This is an optimization exercise on Yosys and OpenROAD, whose aim is small area and a short achievable clock period, not a production implementation.
In this exercise RTL edits were held to simulation tests only and were not proved equivalent to the original.
No activity file was given, so power comes from the tool's default toggle rates.

File: run.sh
#!/bin/bash
# synth_recipe.tcl (not shown) runs the flow's synth.tcl, then flattens the netlist and writes it again
# the make line also repeats each setting of config.mk as NAME=value (left out here)
make -C /OpenROAD-flow-scripts/flow DESIGN_CONFIG=/design/flow/config.mk WORK_HOME=/design/flow/orfs CLKGATE_MAP_FILE= SYNTH_SCRIPT=/design/flow/synth_recipe.tcl finish
File: config.mk
export PLATFORM = sky130hd
export DESIGN_NAME = Modulo_cond
export DESIGN_NICKNAME = Modulo_cond
export VERILOG_FILES = /design/flow/design.v
export SDC_FILE = /design/flow/constraint.sdc
export NUM_CORES = 4
export LEC_CHECK = 0
export CAP_MARGIN = 20
export CORE_MARGIN = 2
export CORE_UTILIZATION = 40
export SLEW_MARGIN = 20
File: constraint.sdc
create_clock -name core_clock -period 5.0 [get_ports {clk}]
set_input_delay 1.0000 -clock core_clock [delete_from_list [all_inputs] [get_ports {clk}]]
set_output_delay 1.0000 -clock core_clock [all_outputs]
set_load 0.01 [all_outputs]
File: design.v
module fifo_cond #(
parameter		BW=6,	 
parameter [3:0]	LEN=4,
parameter TOL = 1)
(
	input	wire					clk, reset_L,
	input	wire					fifo_wr,
	input	wire [(BW-1):0]			fifo_data_in,
	input	wire					fifo_rd,
	input 	wire [(LEN-1):0]		umbral_bajo,
	input 	wire [(LEN-1):0]		umbral_alto,
	output	reg [(BW-1):0]			fifo_data_out,
	output  reg 					error_output,
	output   						fifo_full,
	output   						fifo_empty,
	output   						fifo_almost_full,
	output   						fifo_almost_empty);
	reg	[(LEN-1):0] rdaddr, wraddr, o_fill;
	reg	[(BW-1):0]	mem	[0:(LEN-1)];
	reg overrun, underrun;
	wire full, empty, almost_full;
	wire [(LEN-1):0] nxtaddr;
	always @(posedge clk)
		if (fifo_wr)
			mem[wraddr] <= fifo_data_in;
	always @(*) begin
		fifo_data_out = 0;
		if (fifo_rd && !empty) begin
			fifo_data_out = mem[rdaddr];
		end
	end
	always @(posedge clk)
		if (~reset_L)
		begin
			wraddr <= 0;
			overrun  <= 0;
		end else if (fifo_wr)
		begin
			if ((!full)||(fifo_rd)) begin
				if (wraddr == LEN-1) begin
					wraddr <=0;
				end else begin
					wraddr <= (wraddr + 1'b1);
				end
				overrun <= 0;
			end
			else
				overrun <= 1'b1;
		end
	always @(posedge clk)
		if (~reset_L)
		begin
			rdaddr <= 0;
			underrun <= 0;
		end else if (fifo_rd)
		begin
			if (!empty) begin
				if (rdaddr == LEN-1)begin
					rdaddr <= 0;
				end else begin
					rdaddr <= rdaddr + 1'b1;
				end
				underrun <= 0;
			end
			else
				underrun <= 1'b1;
		end
	always @(posedge clk) begin
		if (~reset_L)
		begin
			o_fill <= 0;
		end else casez({ fifo_wr, fifo_rd, !full, !empty })
		4'b01?1: o_fill <= o_fill - 1'b1;	 
		4'b101?: o_fill <= o_fill + 1'b1;	 
		4'b1110: o_fill <= o_fill + 1'b1;	 
		default: o_fill <= o_fill;	 
		endcase
	end
	always @(*)begin
		error_output = underrun | overrun;
	end
	assign	nxtaddr = wraddr + 1'b1;
	assign	full  = (o_fill == LEN);
	assign	empty = (o_fill == 0);
	assign  fifo_full = full;
	assign  fifo_empty = empty;
	assign 	almost_empty = (o_fill >= umbral_bajo);
	assign 	fifo_almost_empty = (o_fill <= umbral_bajo);
	assign 	almost_full = (o_fill >= umbral_alto);
	assign 	fifo_almost_full = almost_full;
endmodule
module fifo16_cond #(
parameter		BW=6,	 
parameter [15:0]	LEN=16,
parameter TOL = 1)
(
	input	wire					clk, reset_L,
	input	wire					fifo_wr,
	input	wire [(BW-1):0]			fifo_data_in,
	input	wire					fifo_rd,
	input 	wire [(LEN-1):0]		umbral_bajo,
	input 	wire [(LEN-1):0]		umbral_alto,
	output	reg [(BW-1):0]			fifo_data_out,
	output  reg 					error_output,
	output   						fifo_full,
	output   						fifo_empty,
	output   						fifo_almost_full,
	output   						fifo_almost_empty);
	reg	[(LEN-1):0] rdaddr, wraddr, o_fill;
	reg	[(BW-1):0]	mem	[0:(LEN-1)];
	reg overrun, underrun;
	wire full, empty;
	wire [(LEN-1):0] nxtaddr;
	always @(posedge clk)
		if (fifo_wr)
			mem[wraddr] <= fifo_data_in;
	always @(*) begin
		fifo_data_out = 0;
		if (fifo_rd) begin
			fifo_data_out = mem[rdaddr];
		end
	end
	always @(posedge clk)
		if (~reset_L)
		begin
			wraddr <= 0;
			overrun  <= 0;
		end else if (fifo_wr)
		begin
			if ((!full)||(fifo_rd)) begin
				if (wraddr == LEN-1) begin
					wraddr <=0;
				end else begin
					wraddr <= (wraddr + 1'b1);
				end
				overrun <= 0;
			end
			else
				overrun <= 1'b1;
		end
	always @(posedge clk)
		if (~reset_L)
		begin
			rdaddr <= 0;
			underrun <= 0;
		end else if (fifo_rd)
		begin
			if (!empty) begin
				if (rdaddr == LEN-1)begin
					rdaddr <= 0;
				end else begin
					rdaddr <= rdaddr + 1'b1;
				end
				underrun <= 0;
			end
			else
				underrun <= 1'b1;
		end
	always @(posedge clk) begin
		if (~reset_L)
		begin
			o_fill <= 0;
		end else casez({ fifo_wr, fifo_rd, !full, !empty })
		4'b01?1: o_fill <= o_fill - 1'b1;	 
		4'b101?: o_fill <= o_fill + 1'b1;	 
		4'b1110: o_fill <= o_fill + 1'b1;	 
		default: o_fill <= o_fill;	 
		endcase
	end
	always @(*)begin
		error_output = underrun | overrun;
	end
	assign	nxtaddr = wraddr + 1'b1;
	assign	full  = (o_fill == LEN);
	assign	empty = (o_fill == 0);
	assign  fifo_full = full;
	assign  fifo_empty = empty;
	assign 	fifo_almost_empty = (o_fill <= umbral_bajo);
	assign 	almost_full = (o_fill >= umbral_alto);
	assign 	fifo_almost_full = almost_full;
endmodule
module Main_cond #(
parameter		BW=6,	 
parameter [5:0]	LEN4=4,
parameter TOL = 1)
    (
	input				clk, reset_L,
	input				Main_wr,
	input	 [(BW-1):0]	Main_data_in,
	input				Main_rd,
	input 	[(LEN4-1):0]	UmbralMF_LOW,
	input 	[(LEN4-1):0] UmbralMF_HIGH,
	output	[(BW-1):0]	Main_data_out,
	output  			Main_error_output,
	output   				Main_full,
	output   				Main_empty,
	output   				Main_almost_full,
	output   				Main_almost_empty);
fifo_cond #(.BW(BW), .LEN(LEN4), .TOL(TOL)) Main  (
	 .fifo_data_out			(Main_data_out[(BW-1):0]),
	 .error_output			(Main_error_output),
	 .fifo_full			(Main_full),
	 .fifo_empty			(Main_empty),
	 .fifo_almost_full		(Main_almost_full),
	 .fifo_almost_empty		(Main_almost_empty),
	 .clk				(clk),
	 .reset_L			(reset_L),
	 .fifo_wr			(Main_wr),
	 .umbral_bajo		(UmbralMF_LOW[(LEN4-1):0]),
	 .umbral_alto		(UmbralMF_HIGH[(LEN4-1):0]),
	 .fifo_data_in		(Main_data_in[(BW-1):0]),
	 .fifo_rd			(Main_rd)) ;
endmodule
module VC0_cond #(
parameter		BW=6,	 
parameter [5:0]	LEN16=16,
parameter TOL = 1)
    (
	input				clk, reset_L,
	input				valid_in_vc0,
	input	 [(BW-1):0]	data_in_vc0,
	input				VC0_rd,
	input [(LEN16-1):0] UmbralV0_LOW,
	input [(LEN16-1):0] UmbralV0_HIGH,
	output	[(BW-1):0]	VC0_data_out,
	output  			VC0_error_output,
	output   				VC0_full,
	output   				VC0_empty,
	output   				VC0_almost_full,
	output   				VC0_almost_empty);
fifo16_cond #(.BW(BW), .LEN(LEN16), .TOL(TOL)) VC0  (
	 .fifo_data_out			(VC0_data_out[(BW-1):0]),
	 .error_output			(VC0_error_output),
	 .fifo_full			(VC0_full),
	 .fifo_empty			(VC0_empty),
	 .fifo_almost_full		(VC0_almost_full),
	 .fifo_almost_empty		(VC0_almost_empty),
	 .clk				(clk),
	 .reset_L			(reset_L),
	 .fifo_wr			(valid_in_vc0),
	 .umbral_bajo		(UmbralV0_LOW[(LEN16-1):0]),
	 .umbral_alto		(UmbralV0_HIGH[(LEN16-1):0]),
	 .fifo_data_in			(data_in_vc0[(BW-1):0]),
	 .fifo_rd			(VC0_rd)) ;
endmodule
module VC1_cond #(
parameter		BW=6,	 
parameter [5:0]	LEN16=16,
parameter TOL = 1)
    (
	input				clk, reset_L,
	input				valid_in_vc1,
	input	 [(BW-1):0]	data_in_vc1,
	input				VC1_rd,
	input [(LEN16-1):0] UmbralV1_LOW,
	input [(LEN16-1):0] UmbralV1_HIGH,
	output	[(BW-1):0]	VC1_data_out,
	output  			VC1_error_output,
	output   				VC1_full,
	output   				VC1_empty,
	output   				VC1_almost_full,
	output   				VC1_almost_empty);
fifo16_cond #(.BW(BW), .LEN(LEN16), .TOL(TOL)) VC1  (
	 .fifo_data_out			(VC1_data_out[(BW-1):0]),
	 .error_output			(VC1_error_output),
	 .fifo_full			(VC1_full),
	 .fifo_empty			(VC1_empty),
	 .fifo_almost_full		(VC1_almost_full),
	 .fifo_almost_empty		(VC1_almost_empty),
	 .clk				(clk),
	 .reset_L			(reset_L),
	 .fifo_wr			(valid_in_vc1),
	 .umbral_bajo		(UmbralV1_LOW[(LEN16-1):0]),
	 .umbral_alto		(UmbralV1_HIGH[(LEN16-1):0]),
	 .fifo_data_in			(data_in_vc1[(BW-1):0]),
	 .fifo_rd			(VC1_rd)) ;
endmodule
module D0_cond #(
parameter		BW=6,	 
parameter [5:0]	LEN4=4,
parameter TOL = 1)
    (
	input				clk, reset_L,
	input				D0_wr,
	input	 [(BW-1):0]	D0_data_in,
	input				D0_rd,
	input [(LEN4-1):0] UmbralD0_LOW,
	input [(LEN4-1):0] UmbralD0_HIGH,
	output	[(BW-1):0]	D0_data_out,
	output  			D0_error_output,
	output   				D0_full,
	output   				D0_empty,
	output   				D0_almost_full,
	output   				D0_almost_empty);
fifo_cond #(.BW(BW), .LEN(LEN4), .TOL(TOL)) D0  (
	 .fifo_data_out			(D0_data_out[(BW-1):0]),
	 .error_output			(D0_error_output),
	 .fifo_full			(D0_full),
	 .fifo_empty			(D0_empty),
	 .fifo_almost_full		(D0_almost_full),
	 .fifo_almost_empty		(D0_almost_empty),
	 .clk				(clk),
	 .reset_L			(reset_L),
	 .fifo_wr			(D0_wr),
	 .umbral_bajo		(UmbralD0_LOW[(LEN4-1):0]),
	 .umbral_alto		(UmbralD0_HIGH[(LEN4-1):0]),
	 .fifo_data_in			(D0_data_in[(BW-1):0]),
	 .fifo_rd			(D0_rd)) ;
endmodule
module D1_cond #(
parameter		BW=6,	 
parameter [5:0]	LEN4=4,
parameter TOL = 1)
    (
	input				clk, reset_L,
	input				D1_wr,
	input	 [(BW-1):0]	D1_data_in,
	input				D1_rd,
	input [(LEN4-1):0] UmbralD1_LOW,
	input [(LEN4-1):0] UmbralD1_HIGH,
	output	[(BW-1):0]	D1_data_out,
	output  			D1_error_output,
	output   				D1_full,
	output   				D1_empty,
	output   				D1_almost_full,
	output   				D1_almost_empty);
fifo_cond #(.BW(BW), .LEN(LEN4), .TOL(TOL)) D1  (
	 .fifo_data_out			(D1_data_out[(BW-1):0]),
	 .error_output			(D1_error_output),
	 .fifo_full			(D1_full),
	 .fifo_empty			(D1_empty),
	 .fifo_almost_full		(D1_almost_full),
	 .fifo_almost_empty		(D1_almost_empty),
	 .clk				(clk),
	 .reset_L			(reset_L),
	 .fifo_wr			(D1_wr),
	 .umbral_bajo		(UmbralD1_LOW[(LEN4-1):0]),
	 .umbral_alto		(UmbralD1_HIGH[(LEN4-1):0]),
	 .fifo_data_in			(D1_data_in[(BW-1):0]),
	 .fifo_rd			(D1_rd)) ;
endmodule
module fifo_main_pop_cond (
    input clk,
    input VC0_almost_full,
    input reset_L,
    input VC1_almost_full,
    input Main_almost_empty,
    input [5:0] Main_data_out,
    output reg [5:0] demux_vcid_in,
    output reg demux_vcid_valid_in,
    output reg Main_rd
);
    reg [5:0] data_out_recordar;
    reg demux_vcid_valid_in_recordar;
    reg Main_rd_recordar;
    reg VC0_almost_full_retardado, VC1_almost_full_retardado;
    always @(*) begin
        if ( (!(VC0_almost_full || VC1_almost_full)) && !(Main_almost_empty) ) begin
            data_out_recordar = Main_data_out;
            demux_vcid_valid_in_recordar = 1; 
            Main_rd_recordar = 1;
        end else begin
            data_out_recordar = 0;
            demux_vcid_valid_in_recordar = 0; 
            Main_rd_recordar = 0;
        end
    end
    always @(posedge clk) begin
        if (reset_L == 1) begin
                demux_vcid_in <= data_out_recordar;
                demux_vcid_valid_in <= demux_vcid_valid_in_recordar;
                Main_rd <= Main_rd_recordar; 
            end
        else begin
            demux_vcid_in <= 0;
            demux_vcid_valid_in <= 0;
            Main_rd <= 0; 
        end
    end
endmodule
module pop_delay_vc0_cond(
    input clk,
    input reset_L,
    input D0_full,
    input D1_full,
    input VC0_empty,
    input VC1_empty,
    output reg vc0_delay,
    output reg VC0_rd,
    output reg VC1_rd
);
    reg and_d0d1;
    reg and_vc0_0;
    reg and_vc0_1;
    reg vc0_delay_recordar;
    reg VC0_rd_recordar;
    reg VC1_rd_recordar;
    reg vc0_delay_clk;  
    always @(*) begin
        if (D0_full ||  D1_full) begin
            and_d0d1 = 1;
        end else begin
            and_d0d1 = 0;
        end
    end
    always @(*) begin
        if (!(VC0_empty) && !(and_d0d1)) begin
            and_vc0_0 = 1;
        end else begin
            and_vc0_0 = 0;
        end
    end
    always @(*) begin
        if (VC0_empty && !(and_d0d1) && !(VC1_empty)) begin
            and_vc0_1 = 1;
        end else begin
            and_vc0_1 = 0;
        end
    end
    always @(*) begin
        if(reset_L==1) begin
            if (and_vc0_0 == 1) begin
                vc0_delay = 0;
                VC0_rd = 1;
                VC1_rd = 0;
            end 
            else if (and_vc0_1 && !(and_vc0_0)) begin
                vc0_delay = 1;
                VC0_rd = 0;
                VC1_rd = 1;
            end else begin
                vc0_delay = 0;
                VC0_rd = 0;
                VC1_rd = 0;
            end
        end else begin
            vc0_delay = 0;
            VC0_rd = 0;
            VC1_rd = 0;
        end
    end
endmodule
module mux_cond (  
    input clk,
    input reset_L,
    input vc0_delay,  
    input [5:0] VC0_data_out,
    input VC0_rd,  
    input [5:0] VC1_data_out,
    input VC1_rd,  
    output reg demux_dest_valid_in,
    output reg[5:0] demux_dest_data_in
    );
    reg[5:0] data_out_recordar;
    reg valid_in_recordar;
    always @(*) begin
        if (vc0_delay == 1) begin
            valid_in_recordar = VC1_rd;
            data_out_recordar = VC1_data_out;
        end else begin
            valid_in_recordar = VC0_rd;
            data_out_recordar = VC0_data_out;
        end
    end
    always @(posedge clk) begin
        if (reset_L == 1) begin
            demux_dest_valid_in <= valid_in_recordar;  
            if(valid_in_recordar == 1) begin
                demux_dest_data_in <= data_out_recordar;  
            end
        end else begin
            demux_dest_data_in <= 0;  
            demux_dest_valid_in <= 0;  
        end
    end
endmodule
module demux_vc_id_cond #(  
                            parameter BW = 6
)
    (   input clk,
        input reset_L,
        output reg [BW-1:0] data_in_vc0,
        output reg valid_in_vc0,
        output reg[BW-1:0] data_in_vc1,
        output reg valid_in_vc1,
        input demux_vcid_valid_in,
        input [BW-1:0] demux_vcid_in
    );
    reg [BW-1:0] data_recordar0;
    reg [BW-1:0] data_recordar1;
    reg valid_recordar0;
    reg valid_recordar1;
    wire selector;
    assign selector = demux_vcid_in[5];
    always @(*) begin   
        if (selector == 0 && demux_vcid_valid_in == 1) begin
            data_recordar0 = demux_vcid_in;
            data_recordar1 = 0;
            valid_recordar0 = demux_vcid_valid_in;
            valid_recordar1 = 0;
        end else if (selector == 1 && demux_vcid_valid_in == 1) begin
            data_recordar0 = 0;
            data_recordar1 = demux_vcid_in;
            valid_recordar0 = 0;
            valid_recordar1 = demux_vcid_valid_in;
        end else begin
            data_recordar0 = 0;
            data_recordar1 = 0;
            valid_recordar0 = 0;
            valid_recordar1 = 0;
        end
    end
    always @(posedge clk) begin
        if (reset_L == 1) begin
            if (selector == 0) begin
                data_in_vc0 <= data_recordar0;
                valid_in_vc0 <= valid_recordar0;
                valid_in_vc1 <= 0;  
            end else if (selector == 1) begin
                data_in_vc1 <= data_recordar1;
                valid_in_vc1 <= valid_recordar1;
                valid_in_vc0 <= 0;  
            end
        end else begin
            data_in_vc0 <= 0;
            data_in_vc1 <= 0;
            valid_in_vc0 <= 0;
            valid_in_vc1 <= 0;
        end
    end
endmodule
module demux_dest_cond #(  
        parameter BW = 6
    )
    (   input clk,
        input reset_L,
        output reg [BW-1:0] D0_data_in,
        output reg D0_wr,
        output reg[BW-1:0] D1_data_in,
        output reg D1_wr,
        input demux_dest_valid_in,
        input [BW-1:0] demux_dest_data_in
    );
    reg [BW-1:0] data_recordar0;
    reg [BW-1:0] data_recordar1;
    reg valid_recordar0;
    reg valid_recordar1;
    wire selector;
    assign selector = demux_dest_data_in[4];  
    always @(*) begin   
        if (selector == 0 && demux_dest_valid_in == 1) begin
            data_recordar0 = demux_dest_data_in;
            data_recordar1 = 0;
            valid_recordar0 = demux_dest_valid_in;
            valid_recordar1 = 0;
        end else if (selector == 1 && demux_dest_valid_in == 1) begin
            data_recordar0 = 0;
            data_recordar1 = demux_dest_data_in;
            valid_recordar0 = 0;
            valid_recordar1 = demux_dest_valid_in;
        end else begin
            data_recordar0 = 0;
            data_recordar1 = 0;
            valid_recordar0 = 0;
            valid_recordar1 = 0;
        end
    end
    always @(posedge clk) begin
        if (reset_L == 1) begin
            if (selector == 0) begin
                D0_data_in <= data_recordar0;
                D0_wr <= valid_recordar0;
                D1_wr <= 0;
            end else if (selector == 1) begin
                D1_data_in <= data_recordar1;
                D1_wr <= valid_recordar1;
                D0_wr <= 0;
            end
        end else begin
            D0_data_in <= 0;
            D1_data_in <= 0;
            D0_wr <= 0;
            D1_wr <= 0;
        end
    end
endmodule
module maquina_estados_cond
   ( 
    input clk,
    input init,
    input [3:0] UmbralesMFs_HIGH,
    input [3:0] UmbralesMFs_LOW,
    input [31:0] UmbralesVCs_HIGH,
    input [31:0] UmbralesVCs_LOW,
    input [7:0] UmbralesDs_HIGH,
    input [7:0] UmbralesDs_LOW,
	input reset_L,
	input [4:0] FIFO_EMPTIES,
    input [4:0] FIFO_ERRORS,
	output reg error_out,
    output reg active_out,
    output reg idle_out,
    output reg [3:0] UmbralMF_HIGH,
    output reg [3:0] UmbralMF_LOW,
    output reg [15:0] UmbralV0_HIGH,
    output reg [15:0] UmbralV0_LOW,
    output reg [15:0] UmbralV1_HIGH,
    output reg [15:0] UmbralV1_LOW,
    output reg [3:0] UmbralD0_HIGH,
    output reg [3:0] UmbralD0_LOW,
    output reg [3:0] UmbralD1_HIGH,
    output reg [3:0] UmbralD1_LOW,
    output reg [4:0] error_full);
reg [2:0] estado;
reg [2:0] estado_prox;
reg [3:0] UmbralMF_HIGH_intern;
reg [3:0] UmbralMF_LOW_intern;
reg [15:0] UmbralV0_HIGH_intern;
reg [15:0] UmbralV0_LOW_intern;
reg [15:0] UmbralV1_HIGH_intern;
reg [15:0] UmbralV1_LOW_intern;
reg [3:0] UmbralD0_HIGH_intern;
reg [3:0] UmbralD0_LOW_intern;
reg [3:0] UmbralD1_HIGH_intern;
reg [3:0] UmbralD1_LOW_intern;
parameter RESET_L = 0;
parameter INIT = 1;
parameter IDLE = 2;
parameter ACTIVE = 3;
parameter ERROR = 4;
always @(posedge clk) begin
    if(reset_L==0) begin
        estado <= RESET_L;
    end
    else begin 
        estado<=estado_prox;
    end
end
always @(*) begin
    estado_prox=estado;
    error_out=0;
    active_out=0;
    idle_out=0;
    error_full=0;
    UmbralMF_HIGH_intern=UmbralesMFs_HIGH;
    UmbralMF_LOW_intern=UmbralesMFs_LOW;
    UmbralV0_HIGH_intern=UmbralesVCs_HIGH[31:16];
    UmbralV0_LOW_intern=UmbralesVCs_LOW[31:16];
    UmbralV1_HIGH_intern=UmbralesVCs_HIGH[15:0];
    UmbralV1_LOW_intern=UmbralesVCs_LOW[15:0];
    UmbralD0_HIGH_intern=UmbralesDs_HIGH[7:4];
    UmbralD0_LOW_intern=UmbralesDs_LOW[7:4];
    UmbralD1_HIGH_intern=UmbralesDs_HIGH[3:0];
    UmbralD1_LOW_intern=UmbralesDs_LOW[3:0];
    if(reset_L==0)begin
    UmbralMF_HIGH=0;
    UmbralMF_LOW=0;
    UmbralV0_HIGH=0;
    UmbralV0_LOW=0;
    UmbralV1_HIGH=0;
    UmbralV1_LOW=0;
    UmbralD0_HIGH=0;
    UmbralD0_LOW=0;
    UmbralD1_HIGH=0;
    UmbralD1_LOW=0;
    end else begin
    UmbralMF_HIGH=UmbralMF_HIGH_intern;
    UmbralMF_LOW=UmbralMF_LOW_intern;
    UmbralV0_HIGH=UmbralV0_HIGH_intern;
    UmbralV0_LOW=UmbralV0_LOW_intern;
    UmbralV1_HIGH=UmbralV1_HIGH_intern;
    UmbralV1_LOW=UmbralV1_LOW_intern;
    UmbralD0_HIGH=UmbralD0_HIGH_intern;
    UmbralD0_LOW=UmbralD0_LOW_intern;
    UmbralD1_HIGH=UmbralD1_HIGH_intern;
    UmbralD1_LOW=UmbralD1_LOW_intern;
    end
    case (estado)
        RESET_L: begin
            active_out=0;
            error_out=0;
            idle_out=0;
            error_full=0;
            UmbralMF_HIGH=0;
            UmbralMF_LOW=0;
            UmbralV0_HIGH=0;
            UmbralV0_LOW=0;
            UmbralV1_HIGH=0;
            UmbralV1_LOW=0;
            UmbralD0_HIGH=0;
            UmbralD0_LOW=0;
            UmbralD1_HIGH=0;
            UmbralD1_LOW=0;
            if(reset_L==0)begin
                if(init==1)
                estado_prox=INIT;
            end else
                estado_prox=INIT;
        end
        INIT: begin
            error_out=0;
            idle_out=0;
            active_out=0;
            error_full=0;
            UmbralMF_HIGH_intern=UmbralesMFs_HIGH;
            UmbralMF_LOW_intern=UmbralesMFs_LOW;
            UmbralV0_HIGH_intern=UmbralesVCs_HIGH[31:16];
            UmbralV0_LOW_intern=UmbralesVCs_LOW[31:16];
            UmbralV1_HIGH_intern=UmbralesVCs_HIGH[15:0];
            UmbralV1_LOW_intern=UmbralesVCs_LOW[15:0];
            UmbralD0_HIGH_intern=UmbralesDs_HIGH[7:4];
            UmbralD0_LOW_intern=UmbralesDs_LOW[7:4];
            UmbralD1_HIGH_intern=UmbralesDs_HIGH[3:0];
            UmbralD1_LOW_intern=UmbralesDs_LOW[3:0];
            if(reset_L==0)
                estado_prox=RESET_L;
            else if(init==1)
                estado_prox=INIT;
            else if(FIFO_ERRORS!=5'b000000)
                estado_prox=ERROR;
            else if(FIFO_EMPTIES==5'b11111)
                estado_prox= IDLE;
            else if(FIFO_EMPTIES!=5'b11111)
                estado_prox= ACTIVE;    
            else
                estado_prox = IDLE;
        end
        IDLE: begin
            error_out=0;
            idle_out=1;
            active_out=0;
            error_full=0;
            if(reset_L==0)
                estado_prox=RESET_L;
            else if(FIFO_ERRORS!=5'b00000)
                estado_prox=ERROR;
            else if(FIFO_EMPTIES!=5'b11111)
                estado_prox=ACTIVE;
            else
                estado_prox=IDLE;
        end
        ERROR: begin
            idle_out=0;
            error_out=1;
            active_out=0;
            error_full= FIFO_ERRORS;
            if(reset_L==0)
                estado_prox=RESET_L;
            else 
                estado_prox=ERROR;
        end
        ACTIVE: begin
            error_out=0;
            idle_out=0;
            active_out=1;
            if(reset_L==0)
                estado_prox=RESET_L;
            else if(init==1)
                estado_prox=INIT;
            else if(FIFO_ERRORS!=5'b00000)
                estado_prox=ERROR;
            else if(FIFO_EMPTIES==5'b11111)
                estado_prox= IDLE;
            else
                estado_prox=ACTIVE;
        end
    endcase
end
endmodule
module interconnect_cond (
    input clk,
    input reset_L,
    input Main_wr,
    input [(BW-1):0] Main_data_in,
    input D0_rd,
    input D1_rd,
    output [(BW-1):0] D0_data_out,
    output [(BW-1):0] D1_data_out,
    output Main_error_output,
    output Main_empty,
	output Main_full,
	input [(LEN4-1):0] UmbralMF_HIGH,
	input [(LEN4-1):0] UmbralMF_LOW,
    output VC0_error_output,
    output VC0_empty,
	input [(LEN16-1):0] UmbralV0_HIGH,
	input [(LEN16-1):0] UmbralV0_LOW,
    output VC1_error_output,
    output VC1_empty,
	input [(LEN16-1):0] UmbralV1_HIGH,
	input [(LEN16-1):0] UmbralV1_LOW,
    output D0_error_output,
    output D0_empty,
	input [(LEN4-1):0] UmbralD0_LOW,
	input [(LEN4-1):0] UmbralD0_HIGH,
    output D1_error_output,
    output D1_empty,
	input [(LEN4-1):0] UmbralD1_LOW,
	input [(LEN4-1):0] UmbralD1_HIGH
);
	parameter LEN4 = 4;
	parameter LEN16 = 16;
    parameter BW=6;
    wire		D0_almost_empty;	 
    wire		D0_almost_full;		 
    wire [BW-1:0]	D0_data_in;		 
    wire		D0_full;		 
    wire		D0_wr;			 
    wire		D1_almost_empty;	 
    wire		D1_almost_full;		 
    wire [BW-1:0]	D1_data_in;		 
    wire		D1_full;		 
    wire		D1_wr;			 
    wire		Main_almost_empty;	 
    wire		Main_almost_full;	 
    wire [(BW-1):0]	Main_data_out;		 
    wire		Main_rd;		 
    wire		VC0_almost_empty;	 
    wire		VC0_almost_full;	 
    wire [(BW-1):0]	VC0_data_out;		 
    wire		VC0_full;		 
    wire		VC0_rd;			 
    wire		VC1_almost_empty;	 
    wire		VC1_almost_full;	 
    wire [(BW-1):0]	VC1_data_out;		 
    wire		VC1_full;		 
    wire		VC1_rd;			 
    wire [BW-1:0]	data_in_vc0;		 
    wire [BW-1:0]	data_in_vc1;		 
    wire [5:0]		demux_dest_data_in;	 
    wire		demux_dest_valid_in;	 
    wire [5:0]		demux_vcid_in;		 
    wire		demux_vcid_valid_in;	 
    wire		valid_in_vc0;		 
    wire		valid_in_vc1;		 
    wire		vc0_delay;		 
    Main_cond f_main( 
		.Main_data_out		(Main_data_out[(BW-1):0]),
		.Main_error_output	(Main_error_output),
		.Main_full		(Main_full),
		.Main_empty		(Main_empty),
		.Main_almost_full	(Main_almost_full),
		.Main_almost_empty	(Main_almost_empty),
		.clk			(clk),
		.reset_L		(reset_L),
		.Main_wr		(Main_wr),
		.Main_data_in		(Main_data_in[(BW-1):0]),
		.Main_rd		(Main_rd),
		.UmbralMF_LOW	(UmbralMF_LOW[(LEN4-1):0]),
		.UmbralMF_HIGH	(UmbralMF_HIGH[(LEN4-1):0]));
    fifo_main_pop_cond pop_main( 
			   .demux_vcid_in	(demux_vcid_in[5:0]),
			   .demux_vcid_valid_in	(demux_vcid_valid_in),
			   .Main_rd		(Main_rd),
			   .clk			(clk),
			   .VC0_almost_full	(VC0_almost_full),
			   .reset_L		(reset_L),
			   .VC1_almost_full	(VC1_almost_full),
			   .Main_almost_empty		(Main_almost_empty),
			   .Main_data_out	(Main_data_out[5:0]));
    demux_vc_id_cond d_vcid( 
		       .data_in_vc0	(data_in_vc0[BW-1:0]),
		       .valid_in_vc0	(valid_in_vc0),
		       .data_in_vc1	(data_in_vc1[BW-1:0]),
		       .valid_in_vc1	(valid_in_vc1),
		       .clk		(clk),
		       .reset_L		(reset_L),
		       .demux_vcid_valid_in(demux_vcid_valid_in),
		       .demux_vcid_in	(Main_data_out[(BW-1):0]));
    VC0_cond f_vc0( 
	      .VC0_data_out		(VC0_data_out[(BW-1):0]),
	      .VC0_error_output		(VC0_error_output),
	      .VC0_full			(VC0_full),
	      .VC0_empty		(VC0_empty),
	      .VC0_almost_full		(VC0_almost_full),
	      .VC0_almost_empty		(VC0_almost_empty),
	      .clk			(clk),
	      .reset_L			(reset_L),
	      .valid_in_vc0		(valid_in_vc0),
	      .data_in_vc0		(data_in_vc0[(BW-1):0]),
	      .VC0_rd			(VC0_rd),
	      .UmbralV0_LOW	(UmbralV0_LOW[(LEN16-1):0]),
	      .UmbralV0_HIGH	(UmbralV0_HIGH[(LEN16-1):0]));
    VC1_cond f_vc1( 
	      .VC1_data_out		(VC1_data_out[(BW-1):0]),
	      .VC1_error_output		(VC1_error_output),
	      .VC1_full			(VC1_full),
	      .VC1_empty		(VC1_empty),
	      .VC1_almost_full		(VC1_almost_full),
	      .VC1_almost_empty		(VC1_almost_empty),
	      .clk			(clk),
	      .reset_L			(reset_L),
	      .valid_in_vc1		(valid_in_vc1),
	      .data_in_vc1		(data_in_vc1[(BW-1):0]),
	      .VC1_rd			(VC1_rd),
	      .UmbralV1_LOW	(UmbralV1_LOW[(LEN16-1):0]),
	      .UmbralV1_HIGH	(UmbralV1_HIGH[(LEN16-1):0]));
    pop_delay_vc0_cond pop_vc0( 
			  .vc0_delay		(vc0_delay),
			  .VC0_rd		(VC0_rd),
			  .VC1_rd		(VC1_rd),
			  .clk			(clk),
			  .reset_L		(reset_L),
			  .D0_full		(D0_almost_full),
			  .D1_full		(D1_almost_full),
			  .VC0_empty		(VC0_empty),
			  .VC1_empty		(VC1_empty));
    mux_cond mux1( 
	     .demux_dest_valid_in	(demux_dest_valid_in),
	     .demux_dest_data_in	(demux_dest_data_in[5:0]),
	     .clk			(clk),
	     .reset_L			(reset_L),
	     .vc0_delay			(vc0_delay),
	     .VC0_data_out		(VC0_data_out[5:0]),
	     .VC0_rd			(VC0_rd),
	     .VC1_data_out		(VC1_data_out[5:0]),
	     .VC1_rd			(VC1_rd));
	demux_dest_cond d_dest( 
			  .D0_data_in		(D0_data_in[BW-1:0]),
			  .D0_wr		(D0_wr),
			  .D1_data_in		(D1_data_in[BW-1:0]),
			  .D1_wr		(D1_wr),
			  .clk			(clk),
			  .reset_L		(reset_L),
			  .demux_dest_valid_in	(demux_dest_valid_in),
			  .demux_dest_data_in	(demux_dest_data_in[BW-1:0]));
    D0_cond f_d0( 
	    .D0_data_out		(D0_data_out[(BW-1):0]),
	    .D0_error_output		(D0_error_output),
	    .D0_full			(D0_full),
	    .D0_empty			(D0_empty),
	    .D0_almost_full		(D0_almost_full),
	    .D0_almost_empty		(D0_almost_empty),
	    .clk			(clk),
	    .reset_L			(reset_L),
	    .D0_wr			(D0_wr),
	    .D0_data_in			(D0_data_in[(BW-1):0]),
	    .D0_rd			(D0_rd),
	    .UmbralD0_LOW		(UmbralD0_LOW[(LEN4-1):0]),
	    .UmbralD0_HIGH		(UmbralD0_HIGH[(LEN4-1):0]));
    D1_cond f_d1( 
	    .D1_data_out		(D1_data_out[(BW-1):0]),
	    .D1_error_output		(D1_error_output),
	    .D1_full			(D1_full),
	    .D1_empty			(D1_empty),
	    .D1_almost_full		(D1_almost_full),
	    .D1_almost_empty		(D1_almost_empty),
	    .clk			(clk),
	    .reset_L			(reset_L),
	    .D1_wr			(D1_wr),
	    .D1_data_in			(D1_data_in[(BW-1):0]),
	    .D1_rd			(D1_rd),
	    .UmbralD1_LOW		(UmbralD1_LOW[(LEN4-1):0]),
	    .UmbralD1_HIGH		(UmbralD1_HIGH[(LEN4-1):0]));
endmodule
module Modulo_cond (    
    input clk,
    input reset_L,
    input Main_wr,
    input [(BW-1):0] Main_data_in,
    input D0_rd,
    input D1_rd,
    output [(BW-1):0] D0_data_out,
    output [(BW-1):0] D1_data_out,
    input init,
    input [3:0] UmbralesMFs_HIGH,
    input [3:0] UmbralesMFs_LOW,
    input [31:0] UmbralesVCs_HIGH,
    input [31:0] UmbralesVCs_LOW,
    input [7:0] UmbralesDs_HIGH,
    input [7:0] UmbralesDs_LOW,
    output error_out,
    output active_out,
    output idle_out,
	output D0_empty,
	output D0_error_output,
	output D1_empty,
	output D1_error_output,
	output Main_full,
    output [4:0] error_full);
    parameter BW=6;
	parameter LEN4=4;
	parameter LEN16=16;
	wire [4:0] FIFO_EMPTIES;
	wire [4:0] FIFO_ERRORS;
	wire [(LEN4-1):0] UmbralMF_HIGH;
	wire [(LEN4-1):0] UmbralMF_LOW;
	wire [(LEN16-1):0] UmbralV0_HIGH;
	wire [(LEN16-1):0] UmbralV0_LOW;
	wire [(LEN16-1):0] UmbralV1_HIGH;
	wire [(LEN16-1):0] UmbralV1_LOW;
	wire [(LEN4-1):0] UmbralD0_HIGH;
	wire [(LEN4-1):0] UmbralD0_LOW;
	wire [(LEN4-1):0] UmbralD1_HIGH;
	wire [(LEN4-1):0] UmbralD1_LOW;
	wire Main_empty, Main_error_output;
	wire VC0_empty, VC0_error_output;
	wire VC1_empty, VC1_error_output;
	assign	FIFO_EMPTIES[0] = Main_empty;
	assign	FIFO_ERRORS[0] = Main_error_output;
	assign	FIFO_EMPTIES[1] = VC0_empty;
	assign	FIFO_ERRORS[1] = VC0_error_output;
	assign	FIFO_EMPTIES[2] = VC1_empty;
	assign	FIFO_ERRORS[2] = VC1_error_output;
	assign	FIFO_EMPTIES[3] = D0_empty;
	assign	FIFO_ERRORS[3] = D0_error_output;
	assign	FIFO_EMPTIES[4] = D1_empty;
	assign	FIFO_ERRORS[4] = D1_error_output;
interconnect_cond intern0(
		     .D0_data_out	(D0_data_out[(BW-1):0]),
		     .D1_data_out	(D1_data_out[(BW-1):0]),
		     .Main_error_output	(Main_error_output),
		     .Main_empty	(Main_empty),
		     .Main_full		(Main_full),
		     .VC0_error_output	(VC0_error_output),
		     .VC0_empty		(VC0_empty),
		     .VC1_error_output	(VC1_error_output),
		     .VC1_empty		(VC1_empty),
		     .D0_error_output	(D0_error_output),
		     .D0_empty		(D0_empty),
		     .D1_error_output	(D1_error_output),
		     .D1_empty		(D1_empty),
		     .clk		(clk),
		     .reset_L		(reset_L),
		     .Main_wr		(Main_wr),
		     .Main_data_in	(Main_data_in[(BW-1):0]),
		     .D0_rd		(D0_rd),
		     .D1_rd		(D1_rd),
		     .UmbralMF_HIGH(UmbralMF_HIGH[(LEN4-1):0]),
		     .UmbralMF_LOW	(UmbralMF_LOW[(LEN4-1):0]),
		     .UmbralV0_HIGH(UmbralV0_HIGH[(LEN16-1):0]),
		     .UmbralV0_LOW	(UmbralV0_LOW[(LEN16-1):0]),
		     .UmbralV1_HIGH(UmbralV1_HIGH[(LEN16-1):0]),
		     .UmbralV1_LOW	(UmbralV1_LOW[(LEN16-1):0]),
		     .UmbralD0_LOW	(UmbralD0_LOW[(LEN4-1):0]),
		     .UmbralD0_HIGH(UmbralD0_HIGH[(LEN4-1):0]),
		     .UmbralD1_LOW	(UmbralD1_LOW[(LEN4-1):0]),
		     .UmbralD1_HIGH(UmbralD1_HIGH[(LEN4-1):0]));
maquina_estados_cond maquina(
			     .error_out	(error_out),
			     .active_out	(active_out),
			     .idle_out	(idle_out),
			     .UmbralMF_HIGH(UmbralMF_HIGH[(LEN4-1):0]),
			     .UmbralMF_LOW	(UmbralMF_LOW[(LEN4-1):0]),
			     .UmbralV0_HIGH(UmbralV0_HIGH[(LEN16-1):0]),
			     .UmbralV0_LOW	(UmbralV0_LOW[(LEN16-1):0]),
			     .UmbralV1_HIGH(UmbralV1_HIGH[(LEN16-1):0]),
			     .UmbralV1_LOW	(UmbralV1_LOW[(LEN16-1):0]),
			     .UmbralD0_HIGH(UmbralD0_HIGH[(LEN4-1):0]),
			     .UmbralD0_LOW	(UmbralD0_LOW[(LEN4-1):0]),
			     .UmbralD1_HIGH(UmbralD1_HIGH[(LEN4-1):0]),
			     .UmbralD1_LOW	(UmbralD1_LOW[(LEN4-1):0]),
			     .error_full	(error_full[4:0]),
			     .clk		(clk),
			     .init		(init),
			     .UmbralesMFs_HIGH	(UmbralesMFs_HIGH[3:0]),
			     .UmbralesMFs_LOW	(UmbralesMFs_LOW[3:0]),
			     .UmbralesVCs_HIGH	(UmbralesVCs_HIGH[31:0]),
			     .UmbralesVCs_LOW	(UmbralesVCs_LOW[31:0]),
			     .UmbralesDs_HIGH	(UmbralesDs_HIGH[7:0]),
			     .UmbralesDs_LOW	(UmbralesDs_LOW[7:0]),
			     .reset_L		(reset_L),
			     .FIFO_EMPTIES	(FIFO_EMPTIES[4:0]),
			     .FIFO_ERRORS	(FIFO_ERRORS[4:0]));
endmodule
==> run summary <==
* Share of async-settable or async-resettable flops after synthesis: 0%
- Summed over all cells, the static leakage comes to 8.72 nW.
* Clock power share: 28.6%
* Yosys warnings: 10
* P per Cell Area: 509 nW/um2
- Summed over all nets, the switching power comes to 0.00388 W.
- DRC violation total after the first TritonRoute iteration: 719
* Total I/O pin count: 125
- The tightest min-delay check is of the reg -> reg type.
- Number of max-slew violations in the final report: 0
- The internal portion of the total power is 0.00815 W.
- In this run, CTS created clock tree buffers numbering 48.
- Combinational cells account for 35.0% of the total power.
* Initial Util: 40.3%
- Walking the worst path, the cells encountered are clkdlybuf4s50_1 -> and2_1 -> ha_1 -> nand2b_1 -> a21oi_1 -> o2111ai_2 -> nor2_2 -> a21oi_1 -> inv_1 -> buf_4 -> fa_1 -> a21o_1 -> a21o_1 -> a2111oi_0 -> nor3_1 -> a211oi_2 -> o41ai_1 -> xor2_1 -> mux2i_1 -> nor2b_1.
* Delay contributed by the slowest stage of the critical path: 0.44 ns
- First-pass GRT wire length: 67.6 mm
* Sequential power share: 36.3%
- Total negative setup slack: 0 ns
* Post-detailed-route DRC marker count: 0
- DR vias: 12663
- Largest driver fanout on the critical path: 7
* Unique cell type count in the Yosys netlist: 67
- The worst-case IR drop observed on VDD is 390 uV.
- The die covers 52100 um2.
* Share of cells above drive strength 1: 13.1%
* Data required time at the worst endpoint: 5.47 ns
- Hold depth: 1
* Cell row count: 82
* Count of flip-flops with a built-in enable after synthesis: 244
- Total global routing overflow: 0
- Gate Count Post-Synth: 1640
- Synthesis produced a netlist with a net count of 1848.
- The via count of the first global-routing pass was 12711.
- The worst setup path is captured at a flip-flop.
- Maximum buffer depth of the clock tree: 3
* Maximum number of pins on one net before global-route repair: 66
* Achievable Freq: 214 MHz
- The initial antenna violation count is 1.
- Register bit count reported by yosys: 437
* Clk Latency, worst-skew pair: 0.57 ns
- Placement Setup Slack: -0.427 ns
- Core area: 49900 um2
- After layout, the worst setup slack is 0.328 ns.
- For this run, the total global-route usage over all layers was measured as 16.2%.
* Startpoint kind of the worst setup timing path: primary input
- In this run the mean area of a mapped cell was 12.3 um2.
* FF-to-FF path depth: 21
* Minimum clock period after layout: 4.67 ns
- CTS tree: yes
- Maximum clock skew at final layout: 0.0131 ns
* Design Power: 0.0120 W
- The H-tree was split into 2 levels.
- Final Hold Violating Endpoints: 0
- Dividing the detail-routed via count by the number of cells gives 5.08.
- The congestion estimate from routability-driven global placement came to 0.822.
- In this run the tightest slew margin relative to its limit is 31.2%.
* Slew at the pin with the worst max-slew slack: 1.03 ns
- Summing every instance area after synthesis gives 20100 um2.
- Growth of design area from synthesis to finish: 17.4%
- Share of the cycle needed by the critical path after routing: 93.4%
- Data arrives at the worst endpoint at 5.14 ns.
- Total wire length after detailed routing: 42.2 mm
- In the synthesized netlist the dominant register cell turns out to be edfxtp_1.
- Setup violations remaining at the end of the flow were counted as 0.
* Max Cap Viol: 0
- Sinks on the clock net: 437
- Post-CTS clock slew at the launch and capture registers of the worst setup and hold paths: 0.06 ns
- Max stage delay cell, worst path: fa_1
- Detailed placement finished with a half-perimeter wire length of 29.6 mm.
* Overall die height: 228 um
- Wire length per cell after detailed routing: 16.9 um
- Cell at the root of the clock tree: clkbuf_16
- Post-layout nets: 1992
* Startpoint-to-endpoint class of the critical path: in -> reg
* # Post-CTS Setup Buffers: 0
- Part of the Yosys area used for sequential elements: 55.6%
- The pre-antenna-repair detailed-routing pass consisted of 7 iterations.
- Antenna-violating nets left: 0
- Sw Ratio: 32.2%
- Input and output buffers added on the ports amount to 79.
- Across all hold checks on the routed design, the worst slack comes to 0.491 ns.
* Width of the die: 228 um
* Status: timing/DRC/antenna clean
[per-layer routing]
metal	vias to the layer above	routed length, um	global-route usage (%)
li1	6271	-	-
met1	6176	19700	21.8
met2	167	20300	27.4
met3	49	1480	2.74
met4	0	722	4.04
met5	-	0	0
[worst paths after layout]
path                                    from                            to  slack [ns]
hold reg to reg   intern0.f_vc1.VC1.underrun    intern0.f_vc1.VC1.underrun        0.49
hold / removal    intern0.f_vc1.VC1.underrun    intern0.f_vc1.VC1.underrun        0.49
setup / recovery          UmbralesDs_HIGH[0]  intern0.f_vc0.VC0.o_fill[14]        0.33
setup reg to reg           maquina.estado[0]  intern0.f_vc0.VC0.o_fill[14]        0.38
[cell usage after synthesis, drive strengths merged, types with 2 or more instances]
cell     instances  area [um2]
a2111oi          2        17.5
a211o            2        17.5
a211oi           4        30.0
a21boi          30         225
a21o            22         165
a21oi           49         245
a22oi            8        60.1
a31oi            4        25.0
and2            78         488
and3            33         206
and3b            2        17.5
buf             11        63.8
clkbuf          44         165
dfxtp          193        3860
edfxtp         244        7330
fa               5         100
ha             103        1290
inv             44         165
mux2             2        22.5
mux2i           33         330
mux4            72        1620
nand2          155         584
nand2b          13        81.3
nand3           50         255
nand4           20         125
nand4b           6        52.6
nor2           127         487
nor2b           45         282
nor3            26         158
nor3b           11        82.6
nor4            21         138
o211a            3        30.0
o21a             7        52.6
o21ai           37         196
o21bai           4        30.0
o22ai            3        18.8
o311a            3        30.0
o31a             2        17.5
o41ai            2        17.5
or2              2        15.0
or3              9        56.3
xnor2           49         429
xor2            49         429
[layout make-up]
class | instances | area (um2)
tap | 672 | 841
clock inverter | 25 | 250
antenna | 2 | 5.00
timing repair buffer | 148 | 1310
fill | 4530 | 26200
inverter | 44 | 165
multi-input combinational | 1105 | 8590
sequential | 437 | 11200
clock buffer | 61 | 1270
[power by group through the flow]
stage	logic (W)	registers, W	clock network [W]
after floorplan	0.00301	0.00429	0
after global routing	0.00468	0.00442	0.00368
after CTS	0.00421	0.00437	0.00355
final	0.00421	0.00437	0.00344
after detailed placement	0.00419	0.00445	0
after global placement	0.00413	0.00444	0
[logic make-up (layout without fill, tap and decap cells)]
kind of cell             count (synthesis)  in the layout  synth area share (%)
AND/OR/NAND/NOR                        600            600                  15.1
flip-flops                             437            437                  55.6
AO/OA/AOI/OAI                          190            191                  6.25
adder cells (fa/ha/maj)                108            108                  6.90
multiplexers                           107            107                  9.82
buffers and inverters                   99            278                  1.96
XOR/XNOR                                98             98                  4.27
other                                    1              3                0.0186
[state kept, by name, indices dropped and copies added (netlist names), 20 cells and up, named ones only]
name	flops
intern0.f_vc0.VC0.mem	80
intern0.f_main.Main.mem	24
intern0.f_vc1.VC1.mem	96
intern0.f_d0.D0.mem	20
intern0.f_d1.D1.mem	24
[repair_timing]
| action | 4_1_cts | 5_1_grt |
|---|---|---|
| resized for setup | 0 | 4 |
| endpoints found under the hold margin | 0 | 0 |
| hold buffers | 0 | 0 |
| endpoints found under the setup margin | 0 | 5 |
[placed cells by master (no fill, tap or decap), types with 13 or more instances in the layout]
master             n
a21boi_0          28
a21o_1            22
a21oi_1           48
and2_1            77
and3_1            33
buf_4             70
clkbuf_16         49
clkdlybuf4s50_1   78
dfxtp_1          192
edfxtp_1         244
ha_1             103
inv_1             44
mux2i_1           33
mux4_2            72
nand2_1          154
nand2b_1          13
nand3_1           49
nand4_1           20
nor2_1           121
nor2b_1           45
nor3_1            23
nor4_1            19
o21ai_0           33
xnor2_1           49
xor2_1            49
[metrics by stage]
step | instance area (um2) | utilization [%] | cells
finish | 23600 | 47.4 | 2494
global route | 23600 | 47.4 | 2492
CTS | 23600 | 47.3 | 2491
detailed placement | 22100 | 44.2 | 2405
global placement | 22100 | 44.2 | 2405
floorplan | 20200 | - | 1640
[worst max-delay path: cells and delay by family]
family                     cells  cell delay (ns)
AOI/OAI and AO/OA              8             1.76
buffers and inverters          3             0.78
adders and majority gates      2             0.70
and+or+nand+nor                5             0.59
xor gates and xnor gates       1             0.15
muxes                          1             0.13

## afterwards: timing with drivers on the ports
How much do the figures lean on ideal ports? The routed layout below was timed once more, with nothing changed but the port constraints.
Step 1: set_driving_cell puts a clkbuf_16 on clk and a buf_2 on each other input, an assumption about the parent block.
Step 2 moves the port delays by t, midway between the first and last clock arrival at a register: inputs arrive t later, outputs are due t later. That takes back most of the time a late clock gives input paths.
Slacks: no drivers / after step 1 / after step 2; pairs: no drivers / after step 1.
t (ns): 0.623
setup slack, ns: 0.328 / 0.358 / -0.264
worst setup path after step 2: input to register
With both steps, setup timing fails in this run, where it was met with ideal ports. The setup slack of this run moves by +0.030 ns with the drivers and by -0.592 ns with both steps.
